This design comes from an exercise in tuning for small area on the open sky130 flow, not from production work.
In this exercise RTL edits were held to simulation tests only and were not proved equivalent to the original.
Power is estimated from default activity; no workload was simulated.

## v6
==> flow/design.v (excerpt) <==
module top_module(
    input wire clk,
    input wire rst,  
    input wire btnR, btnL, btnD,  
    input wire [3:0] sw,
    output wire [3:0] an,
    output wire [6:0] seg,
    output wire uart_tx_out
);
Size: ~430 cells after synthesis, ~21 I/O pins.
==> module lfsr_cnt, before the edit <==
module lfsr_cnt #(
    parameter W = 17,               
    parameter T = 11,               
    parameter [W-1:0] S0 = 0,       
    parameter [W-1:0] TERM = 0,     
    parameter [W-1:0] DMASK = 0     
)(
    input wire i_clk,
    input wire i_clr,               
    output wire o_term              
);
    localparam [W-1:0] M = {((W+1)/2){2'b10}};
    reg [W-1:0] r_s;
    wire [W-1:0] w_q = r_s ^ M;
    wire w_fb = ~(w_q[W-1] ^ w_q[T-1]);
    always @(posedge i_clk)
        r_s <= i_clr ? (S0 ^ M) : ({w_q[W-2:0], w_fb} ^ M);
    assign o_term = ((w_q ^ TERM) & DMASK) == {W{1'b0}};
endmodule
==> module debouncer, before the edit <==
module debouncer (
    input wire i_clk,
    input wire i_srst,
    input wire i_btn,
    output reg o_stable_btn,
    output wire o_rise
);
    wire w_mism = i_btn ^ o_stable_btn;
    wire w_term;
    wire w_flip = w_mism & w_term;
    lfsr_cnt #(.W(17), .T(11), .S0(17'd118856), .TERM(17'd89430), .DMASK(17'd124287)) cnt (
        .i_clk(i_clk), .i_clr(i_srst | ~w_mism | w_term), .o_term(w_term));
    always @(posedge i_clk)
        o_stable_btn <= ~i_srst & (o_stable_btn ^ w_flip);
    assign o_rise = w_flip & i_btn;
endmodule
==> module debouncer_pulse2, before the edit <==
module debouncer_pulse2 (
    input wire i_clk,
    input wire i_srst,
    input wire i_btn,
    output wire o_pulse,
    output wire o_pulse_d
);
    reg r_a, r_b;
    wire w_level = r_a | r_b;
    wire w_mism = i_btn ^ w_level;
    wire w_term;
    wire w_flip = w_mism & w_term;
    lfsr_cnt #(.W(17), .T(11), .S0(17'd118856), .TERM(17'd89430), .DMASK(17'd124287)) cnt (
        .i_clk(i_clk), .i_clr(i_srst | ~w_mism | w_term), .o_term(w_term));
    always @(posedge i_clk) begin
        r_a <= ~i_srst & w_level & ~(r_a & r_b & w_flip);
        r_b <= ~i_srst & (r_a ? ~(r_b & w_flip) : (~r_b & w_flip));
    end
    assign o_pulse = ~r_a & r_b;
    assign o_pulse_d = r_a & ~r_b;
endmodule
==> module display_driver, before the edit <==
module display_driver(
  input wire i_clk,
  input wire i_srst,
  input wire i_rst,
  input wire i_open,
  input wire i_lock,
  output reg [3:0] o_anode,
  output reg [6:0] o_seg
);
  reg [1:0] r_digit;
  wire w_term;
  wire w_clr = i_srst | i_rst;
  lfsr_cnt #(.W(17), .T(11), .S0(17'd118856), .TERM(17'd89430), .DMASK(17'd124287)) prescaler (
      .i_clk(i_clk), .i_clr(w_clr | w_term), .o_term(w_term));
  always @(posedge i_clk) begin
    if (w_clr) r_digit <= 2'b00;
    else if (w_term) r_digit <= {r_digit[0], ~r_digit[1]};
  end
  always @(*) begin
    case (r_digit)
      2'b00: o_anode = 4'b1110;
      2'b01: o_anode = 4'b1101;
      2'b11: o_anode = 4'b1011;
      default: o_anode = 4'b0111;
    endcase
  end
  always @(*) begin
    if (i_open) begin
      case (r_digit)
        2'b00: o_seg = 7'b0101011;  
        2'b01: o_seg = 7'b0000110;  
        2'b11: o_seg = 7'b0001100;  
        default: o_seg = 7'b1000000;  
      endcase
    end else if (i_lock) begin
      case (r_digit)
        2'b00: o_seg = 7'b1111111;  
        2'b01: o_seg = 7'b1001110;  
        2'b11: o_seg = 7'b1000001;  
        default: o_seg = 7'b1000000;  
      endcase
    end else
      o_seg = 7'b0111111;  
  end
endmodule
==> module uart_tx, before the edit <==
module uart_tx (
    input wire i_clk,
    input wire i_srst,
    input wire i_rst,
    input wire i_req,
    input wire [4:0] i_code,
    output wire o_tx,
    output wire o_busy,
    output wire o_avail
);
    reg [3:0] r_phase;
    wire w_idle = (r_phase == 4'd1);
    wire w_pre = (r_phase == 4'd5);
    wire w_tick;
    lfsr_cnt #(.W(14), .T(1), .S0(14'd6087), .TERM(14'd7654), .DMASK(14'd14078)) bit_timer (
        .i_clk(i_clk), .i_clr(w_idle | w_pre | w_tick), .o_term(w_tick));
    assign o_avail = w_idle | ((r_phase == 4'd0) & w_tick);
    always @(posedge i_clk) begin
        if (i_srst || i_rst) r_phase <= 4'd1;
        else if (o_avail) r_phase <= i_req ? 4'd5 : 4'd1;
        else if (w_pre) r_phase <= 4'd6;
        else if (w_tick) r_phase <= r_phase + 4'd1;
    end
    wire w_b5 = (i_code[4:1] == 4'b1101);
    wire [7:0] w_byte = {1'b0, ~w_b5 & (|i_code), w_b5, i_code};
    assign o_busy = ~w_idle;
    assign o_tx = r_phase[3] ? w_byte[r_phase[2:0]] : (r_phase != 4'd7);
endmodule
export LEC_CHECK = 0
export ABC_AREA = 1
export ABC_CLOCK_PERIOD_IN_PS = 10000
export CAP_MARGIN = 20
export CORE_MARGIN = 2
export CORE_UTILIZATION = 40
export CTS_BUF_LIST = sky130_fd_sc_hd__clkbuf_4
export SLEW_MARGIN = 20
create_clock -name core_clock -period 10.0 [get_ports {clk}]
standard.sh (not shown) runs the stock make flow with config.mk's settings and CLKGATE_MAP_FILE= SYNTH_SCRIPT=/design/flow/synth_recipe.tcl, a recipe that flattens the netlist after the stock synthesis.
==> flow/flow/run.sh <==
#!/bin/bash
# Own layout flow: the standard ORFS flow (standard.sh) with these changes:
#  - half/full adder cells are not used, so synthesis does not extract adders
#    (it otherwise maps plain AND gates of counter bits into half adders);
#  - after the standard synthesis, the combinational logic between the
#    registers is mapped again with a stronger ABC script (resyn.tcl, with
#    ABC's deepsyn) from 12 random seeds; the smallest result that is
#    proved equivalent to the standard netlist (cec.sh) is used. The
#    register cells are left untouched;
#  - clock tree synthesis inserts no dummy load cells;
#  - ports are buffered with buf_1 cells.
# Logs: standard.log (make output), resyn_S.log (Yosys/ABC, seed S),
# cec.log (proof); ORFS's own logs stay under orfs/logs.
set -euo pipefail
W=$PWD
F=$W/flow
export LIBERTY=$FLOW_HOME/platforms/sky130hd/lib/sky130_fd_sc_hd__tt_025C_1v80.lib
export YOSYS=$FLOW_HOME/../tools/install/yosys/bin/yosys
R=$W/orfs/results/sky130hd/top_module/base
PLAT_DU=$(sed -n '/^export DONT_USE_CELLS += /,/^$/p' "$FLOW_HOME/platforms/sky130hd/config.mk" \
  | tr -d '\\' | sed 's/export DONT_USE_CELLS += //' | tr -s ' \n' ' ')
DU="$PLAT_DU sky130_fd_sc_hd__ha_1 sky130_fd_sc_hd__ha_2 sky130_fd_sc_hd__ha_4 sky130_fd_sc_hd__fa_1 sky130_fd_sc_hd__fa_2 sky130_fd_sc_hd__fa_4"
export CTS_ARGS="-sink_clustering_enable -repair_clock_nets -dont_use_dummy_load -buf_list sky130_fd_sc_hd__clkbuf_4"
export BUFFER_PORTS_ARGS="-buffer_cell sky130_fd_sc_hd__buf_1"

bash standard.sh "DONT_USE_CELLS=$DU" synth > standard.log 2>&1

cp "$R/1_2_yosys.v" "$W/std_netlist.v"
ABC_DONT_USE=""
for c in $DU; do ABC_DONT_USE="$ABC_DONT_USE -dont_use $c"; done
export ABC_DONT_USE

resyn() {
  local s=$1
  printf 'strash\n&get -n\n&deepsyn -T 45 -S %s\n&put\ndch\nmap -a\n' "$s" > "$W/deep_$s.abc"
  NETLIST_IN="$W/std_netlist.v" NETLIST_OUT="$W/resyn_$s.v" TOP=$FLOW_TOP \
    ABC_SCRIPT="$W/deep_$s.abc" STAT_OUT="$W/resyn_stat_$s.txt" \
    "$YOSYS" -c "$F/resyn.tcl" > "$W/resyn_$s.log" 2>&1 || true
}
for batch in "1 2 3 4" "5 6 7 8" "9 10 11 12"; do
  for s in $batch; do resyn $s & done
  wait
done

used=0
for s in $(for s in 1 2 3 4 5 6 7 8 9 10 11 12; do
             a=$(awk '/Chip area/ {print $NF}' "$W/resyn_stat_$s.txt" 2>/dev/null || true)
             [ -n "$a" ] && echo "$a $s"
           done | sort -n | awk '{print $2}'); do
  if bash "$F/cec.sh" "$W/std_netlist.v" "$W/resyn_$s.v" "$W/cec.log"; then
    echo "resynthesised netlist (seed $s) proved equivalent; using it" >> standard.log
    cp "$W/resyn_$s.v" "$R/1_2_yosys.v"
    rm -f "$R/1_synth.odb" "$R/1_synth.sdc"
    used=1
    break
  fi
done
[ $used = 1 ] || echo "resynthesis not used" >> standard.log

bash standard.sh "DONT_USE_CELLS=$DU" finish >> standard.log 2>&1
Other scripts of this flow, unchanged in this note and not shown: flow/flow/cec.sh, flow/flow/cutff.py, flow/flow/resyn.tcl
v6 completed; timing, DRC and antenna clean
--- input diff v6..v7 ---
--- a/flow/design.v
+++ b/flow/design.v
@@ -1,9 +1,8 @@
 module lfsr_cnt #(
     parameter W = 17,               
     parameter T = 11,               
-    parameter [W-1:0] S0 = 0,       
     parameter [W-1:0] TERM = 0,     
     parameter [W-1:0] DMASK = 0     
 )(
     input wire i_clk,
     input wire i_clr,               
@@ -12,11 +11,11 @@
     localparam [W-1:0] M = {((W+1)/2){2'b10}};
     reg [W-1:0] r_s;
     wire [W-1:0] w_q = r_s ^ M;
     wire w_fb = ~(w_q[W-1] ^ w_q[T-1]);
     always @(posedge i_clk)
-        r_s <= i_clr ? (S0 ^ M) : ({w_q[W-2:0], w_fb} ^ M);
+        r_s <= i_clr ? M : ({w_q[W-2:0], w_fb} ^ M);
     assign o_term = ((w_q ^ TERM) & DMASK) == {W{1'b0}};
 endmodule
 module debouncer (
     input wire i_clk,
     input wire i_srst,
@@ -25,11 +24,11 @@
     output wire o_rise
 );
     wire w_mism = i_btn ^ o_stable_btn;
     wire w_term;
     wire w_flip = w_mism & w_term;
-    lfsr_cnt #(.W(17), .T(11), .S0(17'd118856), .TERM(17'd89430), .DMASK(17'd124287)) cnt (
+    lfsr_cnt #(.W(17), .T(11), .TERM(17'h038ff), .DMASK(17'h1ffce)) cnt (
         .i_clk(i_clk), .i_clr(i_srst | ~w_mism | w_term), .o_term(w_term));
     always @(posedge i_clk)
         o_stable_btn <= ~i_srst & (o_stable_btn ^ w_flip);
     assign o_rise = w_flip & i_btn;
 endmodule
@@ -43,11 +42,11 @@
     reg r_a, r_b;
     wire w_level = r_a | r_b;
     wire w_mism = i_btn ^ w_level;
     wire w_term;
     wire w_flip = w_mism & w_term;
-    lfsr_cnt #(.W(17), .T(11), .S0(17'd118856), .TERM(17'd89430), .DMASK(17'd124287)) cnt (
+    lfsr_cnt #(.W(17), .T(11), .TERM(17'h038ff), .DMASK(17'h1ffce)) cnt (
         .i_clk(i_clk), .i_clr(i_srst | ~w_mism | w_term), .o_term(w_term));
     always @(posedge i_clk) begin
         r_a <= ~i_srst & w_level & ~(r_a & r_b & w_flip);
         r_b <= ~i_srst & (r_a ? ~(r_b & w_flip) : (~r_b & w_flip));
     end
@@ -111,11 +110,11 @@
   output reg [6:0] o_seg
 );
   reg [1:0] r_digit;
   wire w_term;
   wire w_clr = i_srst | i_rst;
-  lfsr_cnt #(.W(17), .T(11), .S0(17'd118856), .TERM(17'd89430), .DMASK(17'd124287)) prescaler (
+  lfsr_cnt #(.W(17), .T(11), .TERM(17'h038ff), .DMASK(17'h1ffce)) prescaler (
       .i_clk(i_clk), .i_clr(w_clr | w_term), .o_term(w_term));
   always @(posedge i_clk) begin
     if (w_clr) r_digit <= 2'b00;
     else if (w_term) r_digit <= {r_digit[0], ~r_digit[1]};
   end
@@ -158,11 +157,11 @@
 );
     reg [3:0] r_phase;
     wire w_idle = (r_phase == 4'd1);
     wire w_pre = (r_phase == 4'd5);
     wire w_tick;
-    lfsr_cnt #(.W(14), .T(1), .S0(14'd6087), .TERM(14'd7654), .DMASK(14'd14078)) bit_timer (
+    lfsr_cnt #(.W(14), .T(1), .TERM(14'h0539), .DMASK(14'h3fbe)) bit_timer (
         .i_clk(i_clk), .i_clr(w_idle | w_pre | w_tick), .o_term(w_tick));
     assign o_avail = w_idle | ((r_phase == 4'd0) & w_tick);
     always @(posedge i_clk) begin
         if (i_srst || i_rst) r_phase <= 4'd1;
         else if (o_avail) r_phase <= i_req ? 4'd5 : 4'd1;
==> comparison <==
- [v7 vs v6] combinational power share: lower in v7
- met1 wire length ends up higher on v7.
- When the final numbers for v7 and v6 were put side by side, the cell count after synthesis turned out to be smaller in v6.
- STATUS post-synthesis instance area: v7 loses against v6
- Going from v6 to v7, final instance area grows by about 0.8%.
- Diff v6 -> v7 | total vias in the final route | increase of 43
- Against v6, final-stage net count in v7 rose by a few percent.
- | net count after synthesis | lower: v6 |
- v7 has first-iteration detailed-routing DRC count above what v6 had.
- Changes observed in v7 relative to v6: global-route wire length before repair higher; total power lower; fmax higher.

---

top_module, a different RTL version from the one above (not shown whole).
For scale: roughly 450 cells after synthesis.
// top_module
module top_module(
    input wire clk,
    input wire rst,  
    input wire btnR, btnL, btnD,  
    input wire [3:0] sw,
    output wire [3:0] an,
    output wire [6:0] seg,
    output wire uart_tx_out
);
    wire [3:0] w_stored_pin;
    wire w_open, w_wrong, w_lock;
    wire w_deb_L, w_deb_R;
    wire w_rise_L, w_rise_R;
    wire w_pulse_L, w_pulse_R, w_pulse_D;
    debouncer dbL(.i_clk(clk), .i_srst(rst), .i_btn(btnL), .o_stable_btn(w_deb_L), .o_rise(w_rise_L));
    one_pulse opL(.i_clk(clk), .i_srst(rst), .i_rise(w_rise_L), .o_pulse(w_pulse_L));
    wire w_trigger;
    debouncer_pulse2 dbD(.i_clk(clk), .i_srst(rst), .i_btn(btnD), .o_pulse(w_pulse_D), .o_pulse_d(w_trigger));
    debouncer dbR(.i_clk(clk), .i_srst(rst), .i_btn(btnR), .o_stable_btn(w_deb_R), .o_rise(w_rise_R));
    one_pulse opR(.i_clk(clk), .i_srst(rst), .i_rise(w_rise_R), .o_pulse(w_pulse_R));
    pin_register master_pin_reg(
         .i_clk(clk), .i_srst(rst), .i_rst(w_pulse_R),
         .i_load_en(w_pulse_L), .i_sw_val(sw), .o_stored_pin(w_stored_pin));
    pin_verifier core_logic(
         .i_clk(clk), .i_srst(rst), .i_rst(w_pulse_R),
         .i_match(sw == w_stored_pin), .i_valid_pulse(w_pulse_D),
         .o_open(w_open), .o_wrong(w_wrong), .o_lock(w_lock));
    display_driver display_unit(
         .i_clk(clk), .i_srst(rst), .i_rst(w_pulse_R),
         .i_open(w_open), .i_lock(w_lock), .o_anode(an), .o_seg(seg));
  ...
==> module debouncer_pulse2, before the edit <==
module debouncer_pulse2 (
    input wire i_clk,
    input wire i_srst,
    input wire i_btn,
    output wire o_pulse,
    output wire o_pulse_d
);
    reg r_a, r_b;
    wire w_level = r_a | r_b;
    wire w_mism = i_btn ^ w_level;
    wire w_term;
    wire w_flip = w_mism & w_term;
    lfsr_cnt #(.W(17), .T(11), .TERM(17'h038ff), .DMASK(17'h1ffce)) cnt (
        .i_clk(i_clk), .i_clr(i_srst | ~w_mism | w_term), .o_term(w_term));
    always @(posedge i_clk) begin
        r_a <= ~i_srst & w_level & ~(r_a & r_b & w_flip);
        r_b <= ~i_srst & (r_a ? ~(r_b & w_flip) : (~r_b & w_flip));
    end
    assign o_pulse = ~r_a & r_b;
    assign o_pulse_d = r_a & ~r_b;
endmodule
==> module top_module, before the edit <==
module top_module(
    input wire clk,
    input wire rst,  
    input wire btnR, btnL, btnD,  
    input wire [3:0] sw,
    output wire [3:0] an,
    output wire [6:0] seg,
    output wire uart_tx_out
);
    wire [3:0] w_stored_pin;
    wire w_open, w_wrong, w_lock;
    wire w_deb_L, w_deb_R;
    wire w_rise_L, w_rise_R;
    wire w_pulse_L, w_pulse_R, w_pulse_D;
    debouncer dbL(.i_clk(clk), .i_srst(rst), .i_btn(btnL), .o_stable_btn(w_deb_L), .o_rise(w_rise_L));
    one_pulse opL(.i_clk(clk), .i_srst(rst), .i_rise(w_rise_L), .o_pulse(w_pulse_L));
    wire w_trigger;
    debouncer_pulse2 dbD(.i_clk(clk), .i_srst(rst), .i_btn(btnD), .o_pulse(w_pulse_D), .o_pulse_d(w_trigger));
    debouncer dbR(.i_clk(clk), .i_srst(rst), .i_btn(btnR), .o_stable_btn(w_deb_R), .o_rise(w_rise_R));
    one_pulse opR(.i_clk(clk), .i_srst(rst), .i_rise(w_rise_R), .o_pulse(w_pulse_R));
    pin_register master_pin_reg(
         .i_clk(clk), .i_srst(rst), .i_rst(w_pulse_R),
         .i_load_en(w_pulse_L), .i_sw_val(sw), .o_stored_pin(w_stored_pin));
    pin_verifier core_logic(
         .i_clk(clk), .i_srst(rst), .i_rst(w_pulse_R),
         .i_match(sw == w_stored_pin), .i_valid_pulse(w_pulse_D),
         .o_open(w_open), .o_wrong(w_wrong), .o_lock(w_lock));
    display_driver display_unit(
         .i_clk(clk), .i_srst(rst), .i_rst(w_pulse_R),
         .i_open(w_open), .i_lock(w_lock), .o_anode(an), .o_seg(seg));
    uart_string_sender uart_logger(
         .i_clk(clk), .i_srst(rst), .i_rst(w_pulse_R),
         .i_open(w_open), .i_wrong(w_wrong), .i_lock(w_lock),
         .i_trigger(w_trigger), .o_tx(uart_tx_out));
endmodule
==> flow/config.mk <==
export PLATFORM = sky130hd
export DESIGN_NAME = top_module
export DESIGN_NICKNAME = top_module
export VERILOG_FILES = /design/flow/design.v
export SDC_FILE = /design/flow/constraint.sdc
export NUM_CORES = 4
export LEC_CHECK = 0
export ABC_AREA = 1
export ABC_CLOCK_PERIOD_IN_PS = 10000
export CAP_MARGIN = 20
export CORE_MARGIN = 2
export CORE_UTILIZATION = 40
export CTS_BUF_LIST = sky130_fd_sc_hd__clkbuf_4
export SLEW_MARGIN = 20
==> flow/constraint.sdc <==
create_clock -name core_clock -period 10.0 [get_ports {clk}]
set_input_delay 2.0000 -clock core_clock [delete_from_list [all_inputs] [get_ports {clk}]]
set_output_delay 2.0000 -clock core_clock [all_outputs]
set_load 0.01 [all_outputs]
==> flow/flow/run.sh <==
#!/bin/bash
# Own layout flow: the standard ORFS flow (standard.sh) with these changes:
#  - half/full adder cells are not used, so synthesis does not extract adders
#    (it otherwise maps plain AND gates of counter bits into half adders);
#  - after the standard synthesis, the combinational logic between the
#    registers is mapped again with a stronger ABC script (resyn.tcl); the
#    register cells are left untouched, and the new netlist is proved
#    equivalent to the standard one (cec.sh) before it is used;
#  - clock tree synthesis inserts no dummy load cells;
#  - ports are buffered with buf_1 cells.
# Logs: standard.log (make output), resyn.log (Yosys/ABC), cec.log (proof);
# ORFS's own logs stay under orfs/logs.
set -euo pipefail
W=$PWD
F=$W/flow
export LIBERTY=$FLOW_HOME/platforms/sky130hd/lib/sky130_fd_sc_hd__tt_025C_1v80.lib
export YOSYS=$FLOW_HOME/../tools/install/yosys/bin/yosys
R=$W/orfs/results/sky130hd/top_module/base
PLAT_DU=$(sed -n '/^export DONT_USE_CELLS += /,/^$/p' "$FLOW_HOME/platforms/sky130hd/config.mk" \
  | tr -d '\\' | sed 's/export DONT_USE_CELLS += //' | tr -s ' \n' ' ')
DU="$PLAT_DU sky130_fd_sc_hd__ha_1 sky130_fd_sc_hd__ha_2 sky130_fd_sc_hd__ha_4 sky130_fd_sc_hd__fa_1 sky130_fd_sc_hd__fa_2 sky130_fd_sc_hd__fa_4"
export CTS_ARGS="-sink_clustering_enable -repair_clock_nets -dont_use_dummy_load -buf_list sky130_fd_sc_hd__clkbuf_4"
export BUFFER_PORTS_ARGS="-buffer_cell sky130_fd_sc_hd__buf_1"

bash standard.sh "DONT_USE_CELLS=$DU" synth > standard.log 2>&1

cp "$R/1_2_yosys.v" "$W/std_netlist.v"
ABC_DONT_USE=""
for c in $DU; do ABC_DONT_USE="$ABC_DONT_USE -dont_use $c"; done
if NETLIST_IN="$W/std_netlist.v" NETLIST_OUT="$W/resyn_netlist.v" TOP=$FLOW_TOP \
   ABC_SCRIPT="$F/deep.abc" ABC_DONT_USE="$ABC_DONT_USE" STAT_OUT="$W/resyn_stat.txt" \
   "$YOSYS" -c "$F/resyn.tcl" > resyn.log 2>&1 \
   && bash "$F/cec.sh" "$W/std_netlist.v" "$W/resyn_netlist.v" "$W/cec.log"; then
  echo "resynthesised netlist proved equivalent; using it" >> standard.log
  cp "$W/resyn_netlist.v" "$R/1_2_yosys.v"
  rm -f "$R/1_synth.odb" "$R/1_synth.sdc"
else
  echo "resynthesis not used" >> standard.log
fi

bash standard.sh "DONT_USE_CELLS=$DU" finish >> standard.log 2>&1
Other scripts of this flow, unchanged in this note and not shown: flow/flow/cec.sh, flow/flow/cutff.py, flow/flow/deep.abc, flow/flow/resyn.tcl
Then changed:
--- a/flow/design.v
+++ b/flow/design.v
@@ -30,29 +30,8 @@
         .i_clk(i_clk), .i_clr(i_srst | ~w_mism | w_term), .o_term(w_term));
     always @(posedge i_clk)
         o_stable_btn <= ~i_srst & (o_stable_btn ^ w_flip);
     assign o_rise = w_flip & i_btn;
-endmodule
-module debouncer_pulse2 (
-    input wire i_clk,
-    input wire i_srst,
-    input wire i_btn,
-    output wire o_pulse,
-    output wire o_pulse_d
-);
-    reg r_a, r_b;
-    wire w_level = r_a | r_b;
-    wire w_mism = i_btn ^ w_level;
-    wire w_term;
-    wire w_flip = w_mism & w_term;
-    lfsr_cnt #(.W(17), .T(11), .TERM(17'h038ff), .DMASK(17'h1ffce)) cnt (
-        .i_clk(i_clk), .i_clr(i_srst | ~w_mism | w_term), .o_term(w_term));
-    always @(posedge i_clk) begin
-        r_a <= ~i_srst & w_level & ~(r_a & r_b & w_flip);
-        r_b <= ~i_srst & (r_a ? ~(r_b & w_flip) : (~r_b & w_flip));
-    end
-    assign o_pulse = ~r_a & r_b;
-    assign o_pulse_d = r_a & ~r_b;
 endmodule
 module one_pulse(
     input wire i_clk,
     input wire i_srst,
@@ -259,15 +238,16 @@
     output wire uart_tx_out
 );
     wire [3:0] w_stored_pin;
     wire w_open, w_wrong, w_lock;
-    wire w_deb_L, w_deb_R;
-    wire w_rise_L, w_rise_R;
+    wire w_deb_L, w_deb_D, w_deb_R;
+    wire w_rise_L, w_rise_D, w_rise_R;
     wire w_pulse_L, w_pulse_R, w_pulse_D;
+    reg r_uart_trigger;
     debouncer dbL(.i_clk(clk), .i_srst(rst), .i_btn(btnL), .o_stable_btn(w_deb_L), .o_rise(w_rise_L));
     one_pulse opL(.i_clk(clk), .i_srst(rst), .i_rise(w_rise_L), .o_pulse(w_pulse_L));
-    wire w_trigger;
-    debouncer_pulse2 dbD(.i_clk(clk), .i_srst(rst), .i_btn(btnD), .o_pulse(w_pulse_D), .o_pulse_d(w_trigger));
+    debouncer dbD(.i_clk(clk), .i_srst(rst), .i_btn(btnD), .o_stable_btn(w_deb_D), .o_rise(w_rise_D));
+    one_pulse opD(.i_clk(clk), .i_srst(rst), .i_rise(w_rise_D), .o_pulse(w_pulse_D));
     debouncer dbR(.i_clk(clk), .i_srst(rst), .i_btn(btnR), .o_stable_btn(w_deb_R), .o_rise(w_rise_R));
     one_pulse opR(.i_clk(clk), .i_srst(rst), .i_rise(w_rise_R), .o_pulse(w_pulse_R));
     pin_register master_pin_reg(
          .i_clk(clk), .i_srst(rst), .i_rst(w_pulse_R),
@@ -278,9 +258,10 @@
          .o_open(w_open), .o_wrong(w_wrong), .o_lock(w_lock));
     display_driver display_unit(
          .i_clk(clk), .i_srst(rst), .i_rst(w_pulse_R),
          .i_open(w_open), .i_lock(w_lock), .o_anode(an), .o_seg(seg));
+    always @(posedge clk) r_uart_trigger <= ~rst & w_pulse_D;
     uart_string_sender uart_logger(
          .i_clk(clk), .i_srst(rst), .i_rst(w_pulse_R),
          .i_open(w_open), .i_wrong(w_wrong), .i_lock(w_lock),
-         .i_trigger(w_trigger), .o_tx(uart_tx_out));
-endmodule
+         .i_trigger(r_uart_trigger), .o_tx(uart_tx_out));
+endmodule
Outcome:
- critical path depth increases by 4
- routed wire length is lower by 3.0%
- register-to-register slack loses 0.43 ns
- power fell by 8.0%
- setup slack degrades by 0.33 ns
- die area went up by 0.85%
- hold slack gains 0.013 ns
- global-route usage shrinks by 0.30 points
- first-iteration DRC count came out higher by 56%
- final area goes up by 0.81%
- combinational power goes down by 60%
- clock-buffer cell count is unchanged
- final cell count grows by 0.98%

-- re-timing with driven ports --
In the flow no input, the clock included, has a driving cell. The finished layouts below were timed again as built, in two steps.
Step 1: set_driving_cell puts a clkbuf_16 on clk and a buf_2 on each other input, an assumption about the parent block.
Step 2 times the ports against the registers' clock, not the clock port: input delays grow and output delays shrink by t, the midpoint of the rising clock arrivals with the driver on.
Slacks: ideal / step 1 / step 2; pairs: ideal / step 1.
run	shift t [ns]	setup WS [ns]	hold slack, ns	worst setup path after step 2	worst slew at a driven data input, ns
v6	0.500	5.871 / 5.841 / 5.834	0.364 / 0.364 / 0.364	input to register	0.04
v7	0.484	6.059 / 6.029 / 6.199	0.354 / 0.354 / 0.354	input to register	0.03
the first run of note 2	0.495	6.032 / 6.003 / 5.902	0.350 / 0.350 / 0.350	input to register	0.04
the second run of note 2	0.489	5.707 / 5.704 / 5.215	0.363 / 0.363 / 0.363	input to register	0.03
After both steps setup and hold are still met in every run listed. For the second run of note 2, which loses most, drivers alone change the setup slack by -0.003 ns; drivers and shift together by -0.492 ns.
